Background: an optimization exercise with open tools, aiming at small area, a short achievable clock period and few clock cycles. Do not read the settings as production practice.
Only simulation tests tie the RTL to the original design; equivalence was not proved.

Design conv_window_unit, start of the top module:
module conv_window_unit(clk, reset, in_valid, in_ready, window, filter, filterSize,
		out_valid, value);
export LEC_CHECK = 0
export CAP_MARGIN = 20
export CORE_MARGIN = 2
export CORE_UTILIZATION = 70
export CTS_CLUSTER_DIAMETER = 100
export CTS_CLUSTER_SIZE = 30
export PLACE_DENSITY = 0.8
export SLEW_MARGIN = 20
export SYNTH_HIERARCHICAL = 1
export SYNTH_MINIMUM_KEEP_SIZE = 0
create_clock -name core_clock -period 120.0 [get_ports {clk}]
standard.sh (not shown) runs the stock make flow with config.mk's settings and CLKGATE_MAP_FILE= SYNTH_SCRIPT=/design/flow/synth_recipe.tcl, a recipe that flattens the netlist after the stock synthesis.
==> flow/flow/run.sh <==
#!/bin/bash
# The standard layout (standard.sh, all steps) with these changes:
# - after synthesis, flow/downsize.tcl gives the multiplier cells and the
#   window/filter load multiplexers their smallest drive strength;
# - the port buffers that global placement adds are sky130_fd_sc_hd__buf_1
#   instead of the cell buffer_ports picks by default, and before placement
#   repair flow/outbuf.tcl makes those on the output ports buf_4.
set -euo pipefail
export POST_SYNTH_TCL="$PWD/flow/downsize.tcl"
export PRE_RESIZE_TCL="$PWD/flow/outbuf.tcl"
export BUFFER_PORTS_ARGS="-buffer_cell sky130_fd_sc_hd__buf_1"
bash standard.sh finish > standard_finish.log 2>&1
Other scripts of this flow, unchanged in this note and not shown: flow/flow/downsize.tcl, flow/flow/outbuf.tcl
The baseline finished clean.
Testbench counts at the start, summed over its fixed seeds: cycles 4,973.
Next try:
Settings changed: CORE_UTILIZATION 70 to 40, PLACE_DENSITY 0.8 to unset.
Result: Sequential cell count stays the same; maximum frequency fell by 0.40%; cell count rose by 13%; setup slack got worse by 0.10 ns.


conv_window_unit, a different RTL version from the one above (not shown whole).
Size in the first run: roughly 7000 cells after synthesis, roughly 81000 µm² of cells after synthesis.
Settings: LEC_CHECK=0, CAP_MARGIN=20, CORE_MARGIN=2, CORE_UTILIZATION=40, CTS_CLUSTER_DIAMETER=80, CTS_CLUSTER_SIZE=24, SLEW_MARGIN=20, SYNTH_HIERARCHICAL=1, SYNTH_MINIMUM_KEEP_SIZE=0; clock period 120.0 ns.
==> flow/flow/outbuf.tcl <==
# Run by ORFS before placement repair (PRE_RESIZE_TCL): the buffers that
# buffer_ports put on the output ports (buf_1, see run.sh) become buf_4,
# which drive the port wire and load faster. Detailed placement, which comes
# later, legalizes them.
set db [ord::get_db]
set block [ord::get_db_block]
set buf4 [$db findMaster sky130_fd_sc_hd__buf_4]
set n 0
foreach bt [$block getBTerms] {
  if { [$bt getIoType] ne "OUTPUT" } { continue }
  set net [$bt getNet]
  if { $net eq "NULL" } { continue }
  foreach it [$net getITerms] {
    if { ![$it isOutputSignal] } { continue }
    set inst [$it getInst]
    if { [[$inst getMaster] getName] eq "sky130_fd_sc_hd__buf_1" } {
      $inst swapMaster $buf4
      incr n
    }
  }
}
puts "outbuf: $n output port buffers are now buf_4"
Scripts as last shown in full above: flow/flow/run.sh
Other scripts of this flow, unchanged in this note and not shown: flow/flow/downsize.tcl
The first run produced a clean layout.
Testbench counts at the start, summed over its fixed seeds: cycles 4,973.
Next try:
CORE_UTILIZATION = 60   (was 40)
CTS_CLUSTER_DIAMETER = 100   (was 80)
CTS_CLUSTER_SIZE = 30   (was 24)
PLACE_DENSITY = 0.72   (was default)
=>
- sequential share of layout area rose by 0.63 points
- worst setup slack gets better by 0.090 ns
- flip-flop and latch count does not change
- cell count drops by 9.1%
- global-route usage came out higher by 8.5 points
- hold slack gets better by 0.0069 ns
- via count came out higher by 0.88%
- core utilization went up by 21 points
Next try:
==> flow/flow/outbuf.tcl (replaced) <==
# Run by ORFS before placement repair (PRE_RESIZE_TCL): the buffers that
# buffer_ports put on the output ports (buf_1, see run.sh) become buf_4,
# which drive the port wire and load faster, and the flip-flops that drive
# those buffers get the drive strength 4 (same cell type) for the wire from
# the flip-flop to the buffer. Detailed placement, which comes later,
# legalizes them.
set db [ord::get_db]
set block [ord::get_db_block]
set buf4 [$db findMaster sky130_fd_sc_hd__buf_4]
set n 0
set nff 0
foreach bt [$block getBTerms] {
  if { [$bt getIoType] ne "OUTPUT" } { continue }
  set net [$bt getNet]
  if { $net eq "NULL" } { continue }
  foreach it [$net getITerms] {
    if { ![$it isOutputSignal] } { continue }
    set inst [$it getInst]
    if { [[$inst getMaster] getName] ne "sky130_fd_sc_hd__buf_1" } { continue }
    $inst swapMaster $buf4
    incr n
    # the flip-flop that drives the buffer
    foreach bit [$inst getITerms] {
      if { ![$bit isInputSignal] } { continue }
      set inet [$bit getNet]
      if { $inet eq "NULL" } { continue }
      foreach dit [$inet getITerms] {
        if { ![$dit isOutputSignal] } { continue }
        set ff [$dit getInst]
        set fm [[$ff getMaster] getName]
        if { [regexp {^(sky130_fd_sc_hd__dfxtp)_[12]$} $fm -> base] } {
          $ff swapMaster [$db findMaster ${base}_4]
          incr nff
        }
      }
    }
  }
}
puts "outbuf: $n output port buffers are now buf_4, $nff flip-flops driving them are now dfxtp_4"
Outcome:
- The changed run went through all stages and came out clean
- fmax rose by 0.55%
- non-clock buffer count is unchanged
- routed wire length barely changes
- die area is unchanged
- via count barely changes
- cell area stays flat
Next try:
==> flow/flow/run.sh (replaced) <==
#!/bin/bash
# The standard layout (standard.sh, all steps) with these changes:
# - after synthesis, flow/downsize.tcl gives the multiplier cells and the
#   window/filter load multiplexers their smallest drive strength;
# - the port buffers that global placement adds are sky130_fd_sc_hd__buf_1
#   on the inputs and sky130_fd_sc_hd__buf_4 on the outputs (flow/outbuf.tcl)
#   instead of the cell buffer_ports picks by default.
set -euo pipefail
export POST_SYNTH_TCL="$PWD/flow/downsize.tcl"
export PRE_GLOBAL_PLACE_TCL="$PWD/flow/outbuf.tcl"
export BUFFER_PORTS_ARGS="-inputs -buffer_cell sky130_fd_sc_hd__buf_1"
bash standard.sh finish > standard_finish.log 2>&1
==> flow/flow/outbuf.tcl (replaced) <==
# Run by ORFS before global placement (PRE_GLOBAL_PLACE_TCL): buffers the
# output ports with sky130_fd_sc_hd__buf_4, which drives the port wire and
# load faster than buf_1; the input ports are buffered right after this by
# global_place.tcl's own buffer_ports call (BUFFER_PORTS_ARGS -inputs).
buffer_ports -outputs -buffer_cell sky130_fd_sc_hd__buf_4
CORE_UTILIZATION = 40   (was 60)
PLACE_DENSITY = default   (was 0.72)
The changed run ran to the end with no violations.
Design area came out higher slightly.
Critical path depth came out lower by 1.
Setup slack degrades by 0.19 ns.
Non-clock buffer count came out higher by 2.
Hold slack improves by 0.011 ns.
Flip-flop and latch count does not change.

[separate check: timing with driven ports]
In the flow no input, the clock included, has a driving cell. The finished layouts below were timed again as built, in two steps.
Step 1 sets driving cells, clkbuf_16 on the clock port and buf_2 on the other inputs (assumed; they add their load-dependent delay and slew).
Step 2 also shifts input and output timing later by t, the mid clock arrival at the registers, as if the neighbouring blocks saw the same clock.
Three values: no drivers, after step 1, after step 2; two values: the first two.
run	shift t [ns]	slack for setup (ns)	hold slack, ns	worst setup path after step 2	slew at the worst register clock pin (ns)
the first run of note 1	0.748	94.602 / 94.521 / 95.269	0.379 / 0.379 / 0.379	register to output	0.11 / 0.11
the second run of note 1	0.821	94.500 / 94.408 / 95.229	0.382 / 0.382 / 0.382	register to output	0.12 / 0.12
the first run of note 2	0.809	94.541 / 94.453 / 95.262	0.385 / 0.385 / 0.385	register to output	0.09 / 0.09
the second run of note 2	0.746	94.632 / 94.547 / 95.250	0.392 / 0.392 / 0.392	input to register	0.11 / 0.11
the third run of note 2	0.752	94.770 / 94.685 / 95.240	0.392 / 0.392 / 0.392	input to register	0.11 / 0.11
the fourth run of note 2	0.803	94.576 / 94.489 / 95.292	0.403 / 0.403 / 0.403	register to output	0.11 / 0.11
After both steps every run listed still meets setup and hold.
